Source: an optimization exercise on an open RTL-to-GDS flow (aim: a short achievable clock period). Production flows keep margins and buffers that such runs may drop. Function was checked by simulation only, so behaviour that the tests miss may differ from the original. In every run shown here, the design's own scripts or RTL, not TritonCTS, make the clock network. No driver is modelled on the clock port, so clock power and skew are understated where the tree is cut down; a real chip needs a root buffer or a tree. Power figures rest on the tool's default switching activity, not on a simulated workload.

===== config.mk =====
export PLATFORM = sky130hd
export DESIGN_NAME = la_1_32_sync_ft245
export DESIGN_NICKNAME = la_1_32_sync_ft245
export VERILOG_FILES = /design/flow/design.v
export SDC_FILE = /design/flow/constraint.sdc
export NUM_CORES = 4
export LEC_CHECK = 0
export ABC_CLOCK_PERIOD_IN_PS = 1500
export CAP_MARGIN = 20
export CORE_MARGIN = 2
export CORE_UTILIZATION = 40
export SETUP_SLACK_MARGIN = 2.3
export SLEW_MARGIN = 20
export SYNTH_HIERARCHICAL = 1
export TNS_END_PERCENT = 100

===== constraint.sdc =====
create_clock -name core_clock -period 4.0 [get_ports {clk}]
set_input_delay 0.8000 -clock core_clock [delete_from_list [all_inputs] [get_ports {clk}]]
set_output_delay 0.8000 -clock core_clock [all_outputs]
set_load 0.01 [all_outputs]

===== design.v =====
module LA_Change
   (
    input  [31:0]  chn_i,        
    input  [31:0]  acq_i,        
    output         nochange_o);  
wire [31:0] d;
wire [15:0] n1;
wire [7:0]  o2;
wire [3:0]  n3;
wire [1:0]  o4;
genvar i;
generate
for (i=0; i<32; i=i+1)
   begin : l1
   LA_Xor2 g (.a_i(chn_i[i]), .b_i(acq_i[i]), .y_o(d[i]));
   end
for (i=0; i<16; i=i+1)
   begin : l2
   LA_Nor2 g (.a_i(d[2*i]), .b_i(d[2*i+1]), .y_o(n1[i]));
   end
for (i=0; i<8; i=i+1)
   begin : l3
   LA_Nand2 g (.a_i(n1[2*i]), .b_i(n1[2*i+1]), .y_o(o2[i]));
   end
for (i=0; i<4; i=i+1)
   begin : l4
   LA_Nor2 g (.a_i(o2[2*i]), .b_i(o2[2*i+1]), .y_o(n3[i]));
   end
for (i=0; i<2; i=i+1)
   begin : l5
   LA_Nand2 g (.a_i(n3[2*i]), .b_i(n3[2*i+1]), .y_o(o4[i]));
   end
endgenerate
LA_Nor2 l6 (.a_i(o4[0]), .b_i(o4[1]), .y_o(nochange_o));
endmodule  
module LA_Xor2 (input a_i, input b_i, output y_o);
assign y_o=a_i ^ b_i;
endmodule  
module LA_Nor2 (input a_i, input b_i, output y_o);
assign y_o=~(a_i | b_i);
endmodule  
module LA_Nand2 (input a_i, input b_i, output y_o);
assign y_o=~(a_i & b_i);
endmodule  
module LA_Select
  #(parameter N=1)
   (
    input          nochange_i,
    input  [N-1:0] nx_chg_i,     
    input  [N-1:0] nx_nochg_i,   
    output [N-1:0] nx_o);
wire change;
wire [N-1:0] t_nochg, t_chg;
LA_Inv inv (.a_i(nochange_i), .y_o(change));
genvar i;
generate
for (i=0; i<N; i=i+1)
   begin : sel
   LA_Nand2 g_n (.a_i(nochange_i), .b_i(nx_nochg_i[i]), .y_o(t_nochg[i]));
   LA_Nand2 g_c (.a_i(change), .b_i(nx_chg_i[i]), .y_o(t_chg[i]));
   LA_Nand2 g_o (.a_i(t_nochg[i]), .b_i(t_chg[i]), .y_o(nx_o[i]));
   end
endgenerate
endmodule  
module LA_Inv (input a_i, output y_o);
assign y_o=~a_i;
endmodule  
module la_1_32_sync_ft245
   (
    input         clk,
    input         rst,
    input  [7:0]  ft_data_i,
    output [7:0]  ft_data_o,
    output        ft_data_oe,
    input         ft_rxf_n,
    input         ft_txe_n,
    output        ft_rd_n,
    output        ft_wr_n,
    output        ft_oe_n,
    output        ft_siwu,
    input  [31:0] chn,
    output        wr,
    output [3:0]  dbg);
localparam [31:0] CFG_WORD=32'h3C020720;  
localparam [7:0]  C_TX_LAST=8'd249;       
localparam        DEPTH=128;
integer i;
reg  s_nidle, s_wr1, s_wr2, s_read, s_rold, s_ar1, s_write, s_wold;
wire s_idle=~s_nidle;
reg        ft_txe_r, ft_rxf_r;
reg  [7:0] rx_data_r;
reg  [7:0] rx_old0, rx_old1;
reg  [1:0] rx_valid_old;
reg        rx_valid;
reg  [7:0] rx_data;
reg        ld_mask, ld_value, ld_edge, rx_cmd;
reg  [1:0] ft_rd_old;
reg  [7:0] tx_old0, tx_old1, tx_old2;
reg  [2:0] tx_valid_old;
reg  [1:0] ft_wr_old;
reg        write_failed;
reg  [1:0] old_counter;
reg        tx_read_old;
reg  [7:0] tx_data_r;
reg        rd_n_r, wr_n_r, oe_n_r, oe_r, wr_r;
reg        oe_i;
reg  [7:0] tx_data_i;
reg  [7:0]       fifo[0:DEPTH-1];
reg  [7:0]       diff;      
reg  [DEPTH:0]   pos;       
reg  [DEPTH/8-1:0] grp;     
reg              avail_r;   
reg              full_r;    
reg  [DEPTH/16-1:0] shift_g;  
reg              re_r;      
reg              we_r;      
reg  [7:0]       datai_r;   
reg  [7:0]       dpop;      
reg          busy_r;
reg  [3:1]   cnt_oh;    
reg          cnt_nz;    
wire [3:0]   cnt_c={cnt_oh, ~cnt_nz};
reg          tw_r;
reg  [31:0]  txd_r, in_d_hold;
wire [31:0]  in_d_sh=tw_r ? txd_r : in_d_hold;
reg          start_r, start_acq_r, cfg_src_r;
reg  [7:0]   cnt_tx;
reg  [1:0]   cnt_rx;
reg  [7:0]   trg_mask, trg_value, trg_edge;
reg          n_lvl;
reg          n_mask0, n_k_nochg, n_k_chg;
reg  [31:0]  acq_data_r;
reg          cdiv;
reg          np_r;      
wire rx_pending=|rx_valid_old;
wire ft_read_ok=ft_rd_old[1] & ft_rxf_r;
wire rx_valid_c=(s_read & ft_read_ok) | (s_rold & rx_valid_old[1]);
wire rx_shift=(ft_read_ok & ~rx_valid_c) | s_rold;
wire old_end=old_counter==2'd2;
wire idle_tx=s_idle & ~rx_pending & ~ft_rxf_r & ft_txe_r;
wire go_rold=s_idle & rx_pending;
wire go_wr1=s_idle & ~rx_pending & ft_rxf_r;
wire go_wold=idle_tx & write_failed;
wire go_write=idle_tx & ~write_failed & avail_r;
wire n_wr1=go_wr1;
wire n_wr2=s_wr1;
wire n_read=s_wr2 | (s_read & ft_rxf_r);
wire n_ar1=s_read & ~ft_rxf_r;
wire n_write=go_write | (s_write & ft_txe_r & avail_r);
wire n_wold=go_wold | (s_wold & ~old_end);
wire n_rold=go_rold | (s_rold & rx_pending);
wire n_nidle=n_wr1 | n_wr2 | n_read | n_ar1 | n_write | n_wold | n_rold;
wire ft_rd=s_wr2 | s_read;
wire ft_oe=s_wr1 | s_wr2 | s_read;
wire ft_wr=(s_write & ft_txe_r) | (s_wold & tx_valid_old[2]);
wire [1:0] nx_rx_valid_old=rx_shift ? {rx_valid_old[0], ft_read_ok} : rx_valid_old;
wire       nx_rx_valid=(n_read & ft_rd_old[0] & ~ft_rxf_n) | (n_rold & nx_rx_valid_old[1]);
wire nx_write_failed=(s_wold & old_end) ? 1'b0 :
                     (write_failed | (ft_wr_old[1] & ~ft_txe_r) | (tx_read_old & ~ft_txe_r));
wire re=re_r;
wire we=we_r;
wire inc=we & ~re;
wire dec=re & ~we;
wire nx_avail=inc ? 1'b1 : (dec ? ~pos[1] : avail_r);
wire nx_re=~ft_txe_n & nx_avail &
           (n_write | (~n_nidle & ~(|nx_rx_valid_old) & ft_rxf_n & ~nx_write_failed));
wire nx_full=inc ? pos[DEPTH-1] : (dec ? 1'b0 : full_r);
wire [7:0] nx_diff=inc ? diff+8'd1 : (dec ? diff-8'd1 : diff);
reg [DEPTH/8-1:0] nx_gt;
always @*
begin
  for (i=0; i<DEPTH/8; i=i+1)
      nx_gt[i]=inc ? grp[i] | pos[8*i] : (dec ? grp[i] & ~pos[8*i+1] : grp[i]);
end
always @(posedge clk)
begin
  for (i=0; i<DEPTH; i=i+1)
      if (shift_g[i/16])
         begin
         if (pos[i+1])
            fifo[i] <= datai_r;
         else if (i<DEPTH-1)
            fifo[i] <= fifo[(i+1)%DEPTH];
         end
      else
         begin
         if (pos[i])
            fifo[i] <= datai_r;
         end
  dpop <= fifo[0];
end
always @(posedge clk or posedge rst)
begin
  if (rst)
     begin
     diff    <= 8'd0;
     pos     <= {{DEPTH{1'b0}}, 1'b1};
     grp     <= {DEPTH/8{1'b0}};
     avail_r <= 1'b0;
     full_r  <= 1'b0;
     end
  else
     begin
     diff    <= nx_diff;
     grp     <= nx_gt;
     if (inc)
        pos <= {pos[DEPTH-1:0], 1'b0};
     else if (dec)
        pos <= {1'b0, pos[DEPTH:1]};
     avail_r <= nx_avail;
     full_r  <= nx_full;
     end
end
wire last=cnt_c[3] & ~full_r;
wire [31:0] tx_data_o=cfg_src_r ? CFG_WORD : acq_data_r;
wire mask0=~n_mask0;
wire trig_nochg=mask0 | (~n_lvl & ~n_k_nochg);
wire trig_chg  =mask0 | (~n_lvl & ~n_k_chg);
wire [7:0] nx_mask =ld_mask  ? rx_data : trg_mask;
wire [7:0] nx_value=ld_value ? rx_data : trg_value;
wire [7:0] nx_edge =ld_edge  ? rx_data : trg_edge;
wire p_r=~np_r;
wire next_data=p_r & start_r & ~cfg_src_r;
wire [7:0] nx_lvl_new=~nx_mask |
                      ({nx_value[7:1] ~^ chn[7:1], nx_value[0] ~^ chn[0]} &
                       ~{nx_edge[7:1], 1'b0});
wire [7:0] nx_lvl_old=~nx_mask |
                      ({nx_value[7:1] ~^ acq_data_r[7:1], nx_value[0] ~^ acq_data_r[0]} &
                       ~{nx_edge[7:1], 1'b0});
reg  cnt_tx_last;
wire nx_cdiv=(rx_valid && rx_data[0]) ? 1'b0 : ~cdiv;
wire nx_cfg_src=rx_cmd ? rx_data[1] : cfg_src_r;
wire       adv=busy_r & ~full_r;
wire       busy0=busy_r & ~last;
wire [3:0] cnt0=adv ? {cnt_c[2:0], cnt_c[3]} : cnt_c;
wire tx_full0=busy_r & (full_r ? ~(cnt_c[3] & re) :
                                 (~cnt_c[3] & (~cnt_c[2] | (~re & pos[DEPTH-1]))));
wire start0=rx_cmd ? rx_data[0] : start_r;
wire p0=~tx_full0 & ~nx_cdiv;
wire wr0=p0 & start0 & ~nx_cfg_src;
wire [7:0] byte0=adv ? in_d_sh[15:8] : in_d_sh[7:0];
function [27:0] la_next;
  input trg;
  reg       t_wr, n_start, n_start_acq, n_busy;
  reg [7:0] n_cnt_tx;
  begin
  t_wr=p_r & (start_acq_r | (start_r & trg));
  n_start=start_r;
  n_start_acq=start_acq_r;
  n_cnt_tx=cnt_tx;
  if (start_r && (trg || cfg_src_r))
     n_start_acq=1'b1;
  if (t_wr)
     begin
     n_cnt_tx=cnt_tx+8'd1;
     if (cnt_tx_last || cfg_src_r)
        begin
        n_start=1'b0;
        n_start_acq=1'b0;
        end
     end
  if (rx_cmd)
     begin
     n_start=rx_data[0];
     if (!start_r && rx_data[0])
        begin
        n_cnt_tx=8'b0;
        if (mask0)
           n_start_acq=1'b1;
        end
     if (!rx_data[0])
        n_start_acq=1'b0;
     end
  n_busy=t_wr | busy0;
  la_next={(rx_cmd && !start_r && rx_data[0]) ? 1'b0 :
           (t_wr ? cnt_tx==C_TX_LAST-8'd1 : cnt_tx_last),
           t_wr, n_start, n_start_acq, n_cnt_tx, n_busy,
           t_wr ? 4'b0001 : cnt0,
           t_wr | ~p0,
           n_busy & ~nx_full,
           ~t_wr & wr0,
           t_wr ? tx_data_o[7:0] : byte0};
  end
endfunction
wire [27:0] la_nx_t1=la_next(1'b1);
wire [27:0] la_nx_t0=la_next(1'b0);
wire [27:0] la_nx;
wire no_change;
LA_Change chg
   (.chn_i(chn), .acq_i(acq_data_r), .nochange_o(no_change));
wire [27:0] la_nx_chg=trig_chg ? la_nx_t1 : la_nx_t0;
wire [27:0] la_nx_nochg=trig_nochg ? la_nx_t1 : la_nx_t0;
LA_Select #(.N(28)) trg_sel
   (.nochange_i(no_change), .nx_chg_i(la_nx_chg), .nx_nochg_i(la_nx_nochg),
    .nx_o(la_nx));
wire       nx_cnt_tx_last=la_nx[27];
wire       tx_wr=la_nx[26];
wire       nx_start=la_nx[25];
wire       nx_start_acq=la_nx[24];
wire [7:0] nx_cnt_tx=la_nx[23:16];
wire       nx_busy=la_nx[15];
wire [3:0] nx_cnt=la_nx[14:11];
wire       nx_np=la_nx[10];
wire       nx_we=la_nx[9];
wire       nx_wr=la_nx[8];
wire [7:0] nx_datai=la_nx[7:0];
always @(posedge clk or posedge rst)
begin
  if (rst)
     begin
     start_r     <= 1'b0;
     start_acq_r <= 1'b0;
     cfg_src_r   <= 1'b0;
     cnt_tx      <= 8'b0;
     cnt_tx_last <= 1'b0;
     cnt_rx      <= 2'b0;
     trg_mask    <= 8'b0;
     trg_value   <= 8'b0;
     trg_edge    <= 8'b0;
     n_lvl       <= 1'b0;
     n_mask0     <= 1'b0;
     n_k_nochg   <= 1'b0;
     n_k_chg     <= 1'b0;
     tw_r        <= 1'b0;
     cdiv        <= 1'b0;
     np_r        <= 1'b0;
     busy_r      <= 1'b0;
     cnt_oh      <= 3'b0;
     cnt_nz      <= 1'b0;
     we_r        <= 1'b0;
     end
  else
     begin
     start_r     <= nx_start;
     start_acq_r <= nx_start_acq;
     cfg_src_r   <= nx_cfg_src;
     cnt_tx      <= nx_cnt_tx;
     cnt_tx_last <= nx_cnt_tx_last;
     cdiv        <= nx_cdiv;
     np_r        <= nx_np;
     busy_r      <= nx_busy;
     cnt_oh      <= nx_cnt[3:1];
     cnt_nz      <= ~nx_cnt[0];
     we_r        <= nx_we;
     cnt_rx    <= rx_valid ? cnt_rx+2'd1 : 2'b0;
     trg_mask  <= nx_mask;
     trg_value <= nx_value;
     trg_edge  <= nx_edge;
     n_lvl     <= next_data ? ~(&nx_lvl_new) : ~(&nx_lvl_old);
     n_mask0   <= nx_mask!=8'b0;
     n_k_nochg <= nx_mask[0] & nx_edge[0];
     n_k_chg   <= nx_mask[0] & (nx_edge[0] ^ (|nx_edge));
     tw_r      <= tx_wr;
     end
end
always @(posedge clk)
begin
  if (rst)
     acq_data_r <= 32'b0;
  else if (next_data)
     acq_data_r <= chn;
end
always @(posedge clk)
begin
  txd_r     <= tx_data_o;
  in_d_hold <= adv ? {8'b0, in_d_sh[31:8]} : in_d_sh;
  datai_r <= nx_datai;
end
always @(posedge clk or posedge rst)
begin
  if (rst)
     begin
     s_nidle      <= 1'b0;
     s_wr1        <= 1'b0;
     s_wr2        <= 1'b0;
     s_read       <= 1'b0;
     s_rold       <= 1'b0;
     s_ar1        <= 1'b0;
     s_write      <= 1'b0;
     s_wold       <= 1'b0;
     ft_txe_r     <= 1'b0;
     oe_i         <= 1'b1;
     tx_data_i    <= 8'b0;
     ft_rxf_r     <= 1'b0;
     rx_data_r    <= 8'b0;
     rx_old0      <= 8'b0;
     rx_old1      <= 8'b0;
     rx_valid_old <= 2'b0;
     rx_valid     <= 1'b0;
     rx_data      <= 8'b0;
     ld_mask      <= 1'b0;
     ld_value     <= 1'b0;
     ld_edge      <= 1'b0;
     rx_cmd       <= 1'b0;
     ft_rd_old    <= 2'b0;
     ft_wr_old    <= 2'b0;
     tx_read_old  <= 1'b0;
     re_r         <= 1'b0;
     shift_g      <= {DEPTH/16{1'b0}};
     tx_old0      <= 8'b0;
     tx_old1      <= 8'b0;
     tx_old2      <= 8'b0;
     tx_valid_old <= 3'b0;
     old_counter  <= 2'b0;
     write_failed <= 1'b0;
     end
  else
     begin
     s_nidle <= n_nidle;
     s_wr1   <= n_wr1;
     s_wr2   <= n_wr2;
     s_read  <= n_read;
     s_rold  <= n_rold;
     s_ar1   <= n_ar1;
     s_write <= n_write;
     s_wold  <= n_wold;
     ft_txe_r  <= ~ft_txe_n;
     oe_i      <= ~(n_wr1 | n_wr2 | n_read | n_ar1);
     tx_data_i <= s_wold ? tx_old2 : dpop;
     ft_rxf_r  <= ~ft_rxf_n;
     rx_data_r <= oe_i ? tx_data_i : ft_data_i;
     rx_valid  <= nx_rx_valid;
     rx_data   <= n_rold ? (rx_shift ? rx_old0 : rx_old1) :
                           (oe_i ? tx_data_i : ft_data_i);
     ld_mask   <= nx_rx_valid & (~rx_valid | cnt_rx==2'd3);
     ld_value  <= nx_rx_valid & rx_valid & cnt_rx==2'd0;
     ld_edge   <= nx_rx_valid & rx_valid & cnt_rx==2'd1;
     rx_cmd    <= nx_rx_valid & rx_valid & cnt_rx==2'd2;
     if (rx_shift)
        begin
        rx_old1      <= rx_old0;
        rx_old0      <= rx_data_r;
        rx_valid_old <= {rx_valid_old[0], ft_read_ok};
        end
     ft_rd_old   <= {ft_rd_old[0], ft_rd};
     ft_wr_old   <= {ft_wr_old[0], ft_wr};
     tx_read_old <= re;
     re_r    <= nx_re;
     for (i=0; i<DEPTH/16; i=i+1)
        shift_g[i] <= nx_re & nx_gt[2*i];
     if (!write_failed)
        begin
        tx_old2      <= tx_old1;
        tx_old1      <= tx_old0;
        tx_old0      <= dpop;
        tx_valid_old <= {tx_valid_old[1:0], tx_read_old};
        end
     if (ft_wr_old[1] && !ft_txe_r)
        write_failed <= 1'b1;
     if (tx_read_old && !ft_txe_r)
        write_failed <= 1'b1;
     if (s_wold)
        begin
        old_counter  <= old_counter+2'd1;
        tx_valid_old <= {tx_valid_old[1:0], 1'b0};
        tx_old2      <= tx_old1;
        tx_old1      <= tx_old0;
        tx_old0      <= 8'b0;
        if (old_end)
           begin
           old_counter  <= 2'b0;
           write_failed <= 1'b0;
           end
        end
     end
end
always @(posedge clk)
begin
  if (rst)
     begin
     rd_n_r <= 1'b1;
     wr_n_r <= 1'b1;
     oe_n_r <= 1'b1;
     oe_r   <= 1'b1;
     end
  else
     begin
     rd_n_r <= ~ft_rd;
     wr_n_r <= ~ft_wr;
     oe_n_r <= ~ft_oe;
     oe_r   <= ~(n_wr1 | n_wr2 | n_read | n_ar1);
     end
  tx_data_r <= s_wold ? tx_old2 : dpop;
  wr_r      <= nx_wr;
end
assign ft_data_o=tx_data_r;
assign ft_data_oe=oe_r;
assign ft_rd_n=rd_n_r;
assign ft_wr_n=wr_n_r;
assign ft_oe_n=oe_n_r;
assign ft_siwu=1'b1;
assign wr=wr_r;
assign dbg=4'b0;
endmodule  

===== flow/run.sh =====
#!/bin/bash
# Standard layout (the standard.sh), with two changes:
#  * the port buffers that placement inserts are buf_4 cells (ORFS picks a
#    slow delay buffer, clkdlybuf4s50_1, by default);
#  * the clock tree: ORFS's cts.tcl sources flow/pre_cts.tcl (PRE_CTS_TCL),
#    which replaces clock_tree_synthesis by a two-level balanced tree.
# standard.sh's output is in standard.log; each ORFS step keeps its own log
# under orfs/logs.
set -euo pipefail
export PRE_CTS_TCL="$(pwd)/flow/pre_cts.tcl"
export BUFFER_PORTS_ARGS="-buffer_cell sky130_fd_sc_hd__buf_4"
bash standard.sh > standard.log 2>&1

===== flow/pre_cts.tcl =====
# Own clock tree for the CTS step of the standard flow (sourced through
# PRE_CTS_TCL by ORFS's cts.tcl, just before it calls clock_tree_synthesis).
# TritonCTS builds a three-buffer-deep H-tree here; this builds a two-level
# balanced tree instead: the clock port drives 4 root buffers (one per
# quadrant), each root drives the leaf buffers of its quadrant, and each
# leaf buffer drives a cluster of nearby flip-flops (the sinks split into
# equal-count columns by x, then equal-count rows by y). All flip-flops are
# two buffers from the port, with the same buffer type at each level.
proc manual_cts_build {ncol nrow nroot} {
  set db [ord::get_db]
  set block [ord::get_db_block]
  set bufm [$db findMaster sky130_fd_sc_hd__clkbuf_16]
  set clk_net [$block findNet clk]
  set sinks {}
  foreach it [$clk_net getITerms] {
    set inst [$it getInst]
    set bb [$inst getBBox]
    set x [expr {([$bb xMin] + [$bb xMax]) / 2}]
    set y [expr {([$bb yMin] + [$bb yMax]) / 2}]
    lappend sinks [list $x $y $it]
  }
  set n [llength $sinks]
  puts "manual_cts: $n sinks, $ncol x $nrow leaf clusters, $nroot roots"
  # columns of equal count by x, then rows of equal count by y
  set sinks [lsort -integer -index 0 $sinks]
  set leaves {}
  for {set c 0} {$c < $ncol} {incr c} {
    set a [expr {$c * $n / $ncol}]
    set b [expr {($c + 1) * $n / $ncol - 1}]
    set col [lsort -integer -index 1 [lrange $sinks $a $b]]
    set m [llength $col]
    for {set r 0} {$r < $nrow} {incr r} {
      set a2 [expr {$r * $m / $nrow}]
      set b2 [expr {($r + 1) * $m / $nrow - 1}]
      lappend leaves [list $c $r [lrange $col $a2 $b2]]
    }
  }
  # root buffers: split the columns among the roots
  set roots {}
  set rootnets {}
  for {set k 0} {$k < $nroot} {incr k} {
    set rinst [odb::dbInst_create $block $bufm "cts_root_$k"]
    set rnet [odb::dbNet_create $block "clknet_root_$k"]
    $rnet setSigType CLOCK
    [$rinst findITerm X] connect $rnet
    lappend roots $rinst
    lappend rootnets $rnet
    set rsx($k) 0; set rsy($k) 0; set rcnt($k) 0
  }
  set li 0
  foreach leaf $leaves {
    lassign $leaf c r members
    set sx 0; set sy 0
    foreach s $members { incr sx [lindex $s 0]; incr sy [lindex $s 1] }
    set cnt [llength $members]
    set cx [expr {$sx / $cnt}]
    set cy [expr {$sy / $cnt}]
    set linst [odb::dbInst_create $block $bufm "cts_leaf_$li"]
    set lnet [odb::dbNet_create $block "clknet_leaf_$li"]
    $lnet setSigType CLOCK
    foreach s $members {
      set it [lindex $s 2]
      $it disconnect
      $it connect $lnet
    }
    [$linst findITerm X] connect $lnet
    # root index: by quadrant of columns/rows
    if {$nroot == 1} {
      set k 0
    } elseif {$nroot == 2} {
      set k [expr {$c < $ncol / 2 ? 0 : 1}]
    } else {
      set k [expr {($c < $ncol / 2 ? 0 : 1) + ($r < $nrow / 2 ? 0 : 2)}]
    }
    [$linst findITerm A] connect [lindex $rootnets $k]
    $linst setLocation [expr {$cx - 2000}] [expr {$cy - 1360}]
    $linst setPlacementStatus PLACED
    incr rsx($k) $cx; incr rsy($k) $cy; incr rcnt($k)
    incr li
  }
  for {set k 0} {$k < $nroot} {incr k} {
    set rinst [lindex $roots $k]
    [$rinst findITerm A] connect $clk_net
    $rinst setLocation [expr {$rsx($k) / $rcnt($k) - 2000}] [expr {$rsy($k) / $rcnt($k) - 1360}]
    $rinst setPlacementStatus PLACED
  }
  $clk_net setSigType CLOCK
  puts "manual_cts: $li leaf buffers"
}

rename clock_tree_synthesis orfs_clock_tree_synthesis
proc clock_tree_synthesis {args} {
  manual_cts_build 8 10 4
  set_propagated_clock [all_clocks]
}

===== standard.sh =====
#!/bin/bash
# synth_recipe.tcl (not shown) runs the flow's synth.tcl, then flattens the netlist and writes it again
# the make line also repeats each setting of config.mk as NAME=value (left out here)
make -C /OpenROAD-flow-scripts/flow DESIGN_CONFIG=/design/flow/config.mk WORK_HOME=/design/flow/orfs CLKGATE_MAP_FILE= SYNTH_SCRIPT=/design/flow/synth_recipe.tcl "${@:-finish}"

==> results of run 1 <==
modules after synthesis, one instance, submodules excluded, excerpt:
module / flip-flops and latches / cell area (um^2) / cells inside / copies in the design
LA_Inv: 0 / 3.754 / 1 / 1
LA_Xor2: 0 / 8.758 / 1 / 32
LA_Nor2: 0 / 3.754 / 1 / 21
LA_Nand2: 0 / 3.754 / 1 / 94
la_1_32_sync_ft245: 1440 / 59650 / 6390 / 1
per-layer routing:
metal,wire [um],global-route usage (%),share of wire [%],vias to the layer above
li1,-,-,-,22120
met1,72870,26.50,49,21920
met2,68610,30.01,46,680
met3,5037,1.184,3.4,192
met4,3651,3.853,2.4,2
met5,12,0,0.0080,-
registers in the layout (all words and copies together), names as in the netlist, 32 cells and up:
name / cells
pos: 129
txd_r: 32
in_d_hold: 32
fifo: 1024
acq_data_r: 32
cells by family (layout without fill, tap and decap cells):
group,after synthesis,count (layout)
xor+xnor,57,57
simple gates,2077,2078
other cells,2,5
mux,793,793
flops,1440,1440
compound gates,1496,1496
buf+inv,665,384
fa+ha+maj,8,8
cells in the mapped netlist (3+ instances only):
| cell | number | area, um^2 |
|---|---|---|
| dfrtp_1 | 289 | 7232 |
| edfxtp_1 | 16 | 480.5 |
| mux4_2 | 24 | 540.5 |
| nand2_1 | 407 | 1528 |
| a211oi_1 | 240 | 1802 |
| mux2_2 | 95 | 1070 |
| mux2_4 | 4 | 60.06 |
| and3_1 | 3 | 18.77 |
| buf_1 | 30 | 112.6 |
| o21ai_0 | 602 | 3013 |
| o22ai_1 | 299 | 1871 |
| a32oi_1 | 3 | 26.28 |
| nand4_1 | 5 | 31.28 |
| nor2b_2 | 8 | 70.07 |
| dfxtp_1 | 1133 | 22680 |
| ha_1 | 8 | 100.1 |
| clkbuf_2 | 19 | 95.09 |
| o221a_2 | 35 | 394.1 |
| o211ai_1 | 4 | 30.03 |
| and2_1 | 4 | 25.02 |
| nor2b_1 | 31 | 193.9 |
| xnor2_1 | 20 | 175.2 |
| a21oi_1 | 62 | 310.3 |
| nor2_1 | 1196 | 4489 |
| o32ai_1 | 9 | 78.83 |
| inv_1 | 43 | 161.4 |
| a221oi_1 | 4 | 35.03 |
| xor2_1 | 37 | 324.1 |
| or2_2 | 59 | 369.1 |
| buf_2 | 94 | 470.5 |
| nor3b_1 | 25 | 187.7 |
| nand2b_1 | 62 | 387.9 |
| nor2_4 | 3 | 33.78 |
| buf_4 | 15 | 112.6 |
| mux2i_1 | 669 | 6696 |
| o21a_1 | 204 | 1531 |
| clkbuf_1 | 461 | 1730 |
| nand3_1 | 7 | 35.03 |
| nor3_1 | 250 | 1251 |
| a221o_1 | 24 | 240.2 |
final cells by class:
type                       count  area, um^2
timing repair inverter         1       7.507
multi-input combinational   4437       28060
buffer                        84        2102
inverter                      44       176.4
fill                       14140       83140
sequential                  1440       30580
tap                         2016        2522
timing repair buffer         255        3194
power breakdown:
part           switching [W]  internal (W)
clock                0.00457       0.00367
combinational        0.00273       0.00209
sequential          0.000669        0.0151
worst max-delay path by stage:
stage	slack [ps]	depth (start not counted)	end
6_report	2180	1	wr
5_1_grt	2130	8	cnt_tx[6]$_DFF_PP0_
3_3_place_gp	1060	11	cnt_nz$_DFF_PP0_
3_5_place_dp	1080	10	cnt_tx[7]$_DFF_PP0_
2_1_floorplan	-1470	3	oe_n_r$_SDFF_PP1_
4_1_cts	2150	1	wr
per-stage QoR:
step	hold WS (ps)	cells	area, um^2	setup slack (ps)	utilization, %
after global routing	358.0	8277	66640	2132	44.49
after floorplan	323.3	6541	60430	-1468	-
after CTS	350.6	8227	65540	2148	43.76
after detailed placement	331.6	8059	61600	1076	41.13
after global placement	329.2	8059	61600	1060	41.13
final	348.6	8277	66640	2183	44.49
timing repair:
item / in CTS / in global routing
endpoints found under the setup margin: 1166 / 560
gates resized for setup: 193 / 94
pin swaps: 23 / 7
endpoints found under the hold margin: 0 / 0
hold buffers: 0 / 0
setup buffers: 74 / 38
gates cloned: 10 / 12
==> results.py, run 1 <==
metrics = {
    "synthesis": {
        "synth_compound_area_share_pct": 15.63,
        "seq_area_frac_synth_pct": 50.44,
        "synth_xor_area_share_pct": 0.8270,
        "yosys.area_share.simple_pct": 14.53,
        "yosysUniqueCellTypes": 68,
        "synth_flop_cell": "dfxtp_1",
        "async_flop_share_pct": 20.21,
        "synthMuxAreaShare_pct": 13.90,
        "synth-edff-count": 16,
        "synth_top_family_by_area": "compound AO/OA/AOI/OAI gates",
        "post_synth_instance_area_mm2": 0.06037,
        "postSynthAreaPerCell_um2": 9.233,
        "synthAdderAreaFrac_pct": 0.1658,
        "ys_ff_latch": 1440,
        "yosys_warnings": 8,
        "synthCells": 6538,
    },
    "global_route": {
        "antenna_found_initial": 4,
        "grt_pass1_vias": 43270,
        "grt_usage_pct": 18.31,
        "grt_max_degree": 113,
        "grt_overflow_total": 0,
        "grt_pass1_wl_um": 236500,
    },
    "cells_and_area": {
        "mostFrequentLayoutCells": "1190 x nor2_1, 1102 x dfxtp_1, 601 x o21ai_0, 595 x mux2i_1, 386 x nand2_1",
        "area_growth_pct": 10.39,
        "nets": 6315,
        "n_antenna_cell": 0,
        "drive_above_1_share_pct": 12.22,
        "final_common_cell": "nor2_1",
    },
    "routing": {
        "vias": 44910,
        "wire_per_inst_um": 18.14,
        "drt_iter0_markers": 3188,
        "first_pass_iters": 5,
        "routed_via_density": 5.426,
        "finalWirelength_um": 150200,
        "antenna_left": 0,
        "drc_errors": 0,
    },
    "pwr": {
        "irDropWorstVdd_mv": 0.4205,
        "p_leak_nw": 25.32,
        "power_w": 0.02887,
        "p_per_area_mw_per_mm2": 433.2,
    },
    "timing": {
        "slew_headroom_pct": 48.08,
        "finalHoldViolations": 0,
        "rsz0062_at_grt": "true",
        "finalSetupTns_ps": 0,
        "maxSlewViolCount": 0,
        "fin_crit_ps": 1817,
        "fin_crit_sh_pct": 45.41,
        "worst_slew_pin_slew_ps": 778.8,
        "fmax_mhz": 550.5,
        "setup_violations": 0,
        "finalClockSkew_ps": 12.81,
    },
    "run": {
        "maxCapViolCount": 0,
    },
    "critical_path": {
        "critPathMaxStageDelay_ps": 370,
        "startpoint": "wr_r$_DFF_P_",
        "critPathBufInv": 1,
        "crit_family": "flip-flops",
        "crit_slowest_cell": "dfxtp_4",
        "crit_path_max_fanout": 1,
        "crit_required_ps": 3200,
        "critical_path_arrival_ps": 1020,
        "rrSetupSlack_ps": 2240,
        "path_cells": "buf_6",
        "r2r-end": "cnt_tx[6]$_DFF_PP0_",
        "cp-start-kind": "register",
        "crit_type": "register to primary output",
        "reg2reg_depth": 8,
        "r2r_start": "n_lvl$_DFF_PP0_",
        "end_kind": "primary output",
    },
    "clocking": {
        "clk_pin_slew_ps": 80,
        "clock_latency_ps": 540,
    },
    "min_path": {
        "hold-path-cell-count": 0,
        "hold_start": "fifo[0][4]$_DFFE_PP_",
        "whs_endpoint": "dpop[4]$_DFF_P_",
        "hold_path.class": "register to register",
    },
    "floorplanning": {
        "die_y_um": 392.5,
        "dieArea_mm2": 0.1540,
        "die_width_um": 392.5,
        "start_util_pct": 40.30,
        "core_mm2": 0.1498,
        "num_rows": 142,
        "io-pin-count": 62,
    },
    "placement": {
        "port_buffers": 56,
        "hpwl_um": 82200,
        "gp_congestion": 0.7996,
    },
    "status": {
        "outcome": "no timing/DRC/antenna violations",
    },
}
==> inputs of run 2 (changes only) <==
--- a/design.v
+++ b/design.v
@@ -49,21 +49,7 @@
     input  [N-1:0] nx_chg_i,     
     input  [N-1:0] nx_nochg_i,   
     output [N-1:0] nx_o);
-wire change;
-wire [N-1:0] t_nochg, t_chg;
-LA_Inv inv (.a_i(nochange_i), .y_o(change));
-genvar i;
-generate
-for (i=0; i<N; i=i+1)
-   begin : sel
-   LA_Nand2 g_n (.a_i(nochange_i), .b_i(nx_nochg_i[i]), .y_o(t_nochg[i]));
-   LA_Nand2 g_c (.a_i(change), .b_i(nx_chg_i[i]), .y_o(t_chg[i]));
-   LA_Nand2 g_o (.a_i(t_nochg[i]), .b_i(t_chg[i]), .y_o(nx_o[i]));
-   end
-endgenerate
-endmodule  
-module LA_Inv (input a_i, output y_o);
-assign y_o=~a_i;
+assign nx_o=nochange_i ? nx_nochg_i : nx_chg_i;
 endmodule  
 module la_1_32_sync_ft245
    (
@@ -285,14 +271,30 @@
 wire [27:0] la_nx_t1=la_next(1'b1);
 wire [27:0] la_nx_t0=la_next(1'b0);
 wire [27:0] la_nx;
-wire no_change;
-LA_Change chg
-   (.chn_i(chn), .acq_i(acq_data_r), .nochange_o(no_change));
+wire no_change_a, no_change_b;
+wire [31:0] chn_p, acq_p;    
+genvar g;
+generate
+for (g=0; g<16; g=g+1)
+   begin : perm
+   assign chn_p[2*g]=chn[g];
+   assign chn_p[2*g+1]=chn[g+16];
+   assign acq_p[2*g]=acq_data_r[g];
+   assign acq_p[2*g+1]=acq_data_r[g+16];
+   end
+endgenerate
+LA_Change chg_a
+   (.chn_i(chn), .acq_i(acq_data_r), .nochange_o(no_change_a));
+LA_Change chg_b
+   (.chn_i(chn_p), .acq_i(acq_p), .nochange_o(no_change_b));
 wire [27:0] la_nx_chg=trig_chg ? la_nx_t1 : la_nx_t0;
 wire [27:0] la_nx_nochg=trig_nochg ? la_nx_t1 : la_nx_t0;
-LA_Select #(.N(28)) trg_sel
-   (.nochange_i(no_change), .nx_chg_i(la_nx_chg), .nx_nochg_i(la_nx_nochg),
-    .nx_o(la_nx));
+LA_Select #(.N(14)) trg_sel_a
+   (.nochange_i(no_change_a), .nx_chg_i(la_nx_chg[13:0]),
+    .nx_nochg_i(la_nx_nochg[13:0]), .nx_o(la_nx[13:0]));
+LA_Select #(.N(14)) trg_sel_b
+   (.nochange_i(no_change_b), .nx_chg_i(la_nx_chg[27:14]),
+    .nx_nochg_i(la_nx_nochg[27:14]), .nx_o(la_nx[27:14]));
 wire       nx_cnt_tx_last=la_nx[27];
 wire       tx_wr=la_nx[26];
 wire       nx_start=la_nx[25];
==> results.py, run 2 <==
metrics = {
    "critical_path": {
        "startpoint": "chn[13]",
        "crit_required_ps": 4410,
        "crit_family": "simple AND/OR/NAND/NOR gates",
        "end_kind": "register",
        "crit_path_max_fanout": 14,
        "critPathMaxStageDelay_ps": 310,
        "cp-start-kind": "input pin",
        "crit_slowest_cell": "mux2_4",
        "critical_path_arrival_ps": 2260,
        "path_cells": "buf_8, buf_4, xor2_1, nor2_1, nand2_1, nor2_1, nand2_1, nor2_4, buf_12, mux2_4",
        "r2r_start": "re_r$_DFF_PP0_",
        "crit_type": "input pin to register",
        "critPathBufInv": 3,
    },
    "timing": {
        "maxSlewViolCount": 0,
        "setup_violations": 0,
        "slew_headroom_pct": 49.94,
        "rsz0062_at_grt": "true",
        "fmax_mhz": 542.2,
        "finalClockSkew_ps": 14.81,
        "fin_crit_ps": 1844,
        "fin_ws_ps": 2156,
        "worst_slew_pin_slew_ps": 750.9,
        "finalHoldViolations": 0,
        "fin_crit_sh_pct": 46.11,
    },
    "floorplanning": {
        "core_mm2": 0.1514,
        "die_y_um": 393.8,
        "dieArea_mm2": 0.1551,
        "start_util_pct": 40.16,
        "io-pin-count": 62,
        "die_width_um": 393.8,
        "num_rows": 143,
    },
    "clocking": {
        "clock_latency_ps": 530,
        "hold_buffers": 0,
        "clk_pin_slew_ps": 80,
    },
    "pwr": {
        "p_seq_share_pct": 54.8,
        "switching_share_pct": 27.30,
        "combPwrFrac_pct": 16.7,
        "irDropWorstVdd_mv": 0.4558,
        "power_w": 0.02878,
        "clkPwrFrac_pct": 28.5,
        "p_int_w": 0.02093,
        "p_sw_w": 0.007858,
        "p_leak_nw": 25.58,
        "p_per_area_mw_per_mm2": 428.0,
    },
    "synthesis": {
        "postSynthAreaPerCell_um2": 9.285,
        "synth_flop_cell": "dfxtp_1",
        "post_synth_instance_area_mm2": 0.06078,
        "yosysUniqueCellTypes": 68,
        "synthTopCellsByCount": "1217 x nor2_1, 1133 x dfxtp_1, 669 x mux2i_1, 602 x o21ai_0, 461 x clkbuf_1",
        "synth_area_leaders": "dfxtp_1 37%, dfrtp_1 12%, mux2i_1 11%",
        "synthCells": 6546,
        "synth_top_area_share_pct": 37.32,
        "synth-edff-count": 16,
        "seq_area_frac_synth_pct": 50.09,
        "yosysMostFrequentCell": "nor2_1",
        "ys_ff_latch": 1440,
        "async_flop_share_pct": 20.21,
        "yosys_warnings": 8,
        "synth_area_leader_cell": "dfxtp_1",
    },
    "cells_and_area": {
        "largestRegisters": "fifo (1024), pos (129)",
        "mostFrequentLayoutCells": "1210 x nor2_1, 1095 x dfxtp_1, 600 x mux2i_1, 598 x o21ai_0, 330 x nand2_1",
        "area_growth_pct": 10.65,
        "final_cell_count_no_fill": 8316,
        "utilization_pct": 44.43,
        "nets": 6338,
        "final_common_cell": "nor2_1",
        "max_flop_register": "fifo",
        "drive_above_1_share_pct": 12.71,
        "fin_area_mm2": 0.06725,
        "largest_register_ffs": 1024,
    },
    "routing": {
        "antenna_left": 0,
        "vias": 45070,
        "routed_via_density": 5.420,
        "finalWirelength_um": 149900,
        "drt_iter0_markers": 3271,
        "first_pass_iters": 7,
        "wire_per_inst_um": 18.02,
        "drc_errors": 0,
    },
    "global_route": {
        "grt_pass1_wl_um": 238200,
        "grt_max_degree": 81,
        "grt_overflow_total": 0,
        "grt_usage_pct": 18.09,
        "antenna_found_initial": 3,
        "grt_pass1_vias": 43390,
    },
    "placement": {
        "dpl_cell_area_mm2": 0.06211,
        "hpwl_um": 84290,
        "port_buffers": 56,
        "gp_congestion": 0.7911,
        "dp.cells": 8072,
        "place_ws_ps": 1393,
    },
    "run": {
        "maxCapViolCount": 0,
    },
    "min_path": {
        "hold_start": "fifo[0][6]$_DFFE_PP_",
        "hold_path.class": "register to register",
    },
    "status": {
        "outcome": "no timing/DRC/antenna violations",
    },
}
## run 2: metal layers
| layer | vias up | track usage, % | wire (um) |
|---|---|---|---|
| li1 | 22170 | - | - |
| met1 | 21960 | 25.77 | 70860 |
| met2 | 771 | 29.93 | 69540 |
| met3 | 172 | 1.587 | 6030 |
| met4 | 0 | 3.742 | 3436 |
| met5 | - | 0 | 0 |
## run 2: area by class of cell
type                    instances  area [um^2]
plain buffers                  84         2102
inverters                      43        168.9
fillers                     14350        84110
diodes                          2        5.005
multi-input cells            4445        28530
repair buffers                272         3309
flip-flops and latches       1440        30600
well taps                    2030         2540
## run 2: final timing paths
path                       slack (ps)  cells after the start                      to
max                              2160                     10          we_r$_DFF_PP0_
min                               340                      0         dpop[6]$_DFF_P_
max reg2reg                      2210                      6          we_r$_DFF_PP0_
min reg2reg                       340                      0         dpop[6]$_DFF_P_
max in group asynchronous        2590                      3          tw_r$_DFF_PP0_
min in group asynchronous         550                      3  rx_data_r[2]$_DFF_PP0_
## run 2: Yosys stat by module, one instance, submodules excluded, excerpt
module,cells inside,times used
LA_Nand2,1,20
LA_Nor2,1,42
LA_Xor2,1,64
la_1_32_sync_ft245,6390,1
## run 2: kinds of logic (layout without fill, tap and decap cells)
family          Yosys count  in the layout  synth area share, %
simple gates           2024           2026                14.10
mux                     821            821                14.32
xor+xnor                 89             89                1.282
buf+inv                 666            399                4.502
fa+ha+maj                 8              8               0.1647
compound gates         1496           1496                15.52
flops                  1440           1440                50.09
other cells               2              7              0.01236
## run 2: repair_timing
| item | CTS | global route |
|---|---|---|
| pin swaps | 21 | 12 |
| setup endpoints to repair | 1180 | 469 |
| gates cloned | 7 | 6 |
| gates resized for setup | 186 | 97 |
| buffers inserted | 95 | 50 |
## run 2: per-stage QoR
stage	setup TNS, ps	hold slack (ps)
5_1_grt	0	349.8
2_1_floorplan	-247100	323.3
4_1_cts	0	340.6
3_3_place_gp	0	327.8
3_5_place_dp	0	329.9
6_report	0	337.4
## run 2: power by group through the flow
stage	Sequential [W]	Clock [W]	Combinational, W
2_1_floorplan	0.0157	0	0.00296
3_3_place_gp	0.0162	0	0.00366
3_5_place_dp	0.0162	0	0.00371
4_1_cts	0.0158	0.00845	0.00459
5_1_grt	0.0159	0.00894	0.00516
6_report	0.0158	0.00821	0.00480

==> separate check: timing with driven ports <==
How much do the figures lean on ideal ports? The routed layouts below were timed once more, with nothing changed but the port constraints.
Step 1 sets driving cells, clkbuf_16 on the clock port and buf_2 on the other inputs (assumed; they add their load-dependent delay and slew).
Step 2 adds t to the input delays and takes it off the output delays; t is the mean of the earliest and latest rising clock arrival at the registers after step 1. Input paths then give back, and output paths get back, about the clock's delay inside the block.
Three values: ideal ports, drivers, drivers and shift; two values: the first two.
run | t, ns | setup slack, ns | hold WS [ns] | worst register clock-pin slew, ns | worst data-port slew with drivers (ns)
run 1 | 0.693 | 2.183 / 2.023 / 1.670 | 0.349 / 0.349 / 0.349 | 0.09 / 0.09 | 0.07
run 2 | 0.686 | 2.156 / 2.056 / 1.591 | 0.337 / 0.337 / 0.337 | 0.09 / 0.09 | 0.07
After both steps every run listed still meets setup and hold. The setup slack of run 2, which loses most, moves by -0.100 ns with the drivers and by -0.565 ns with both steps.
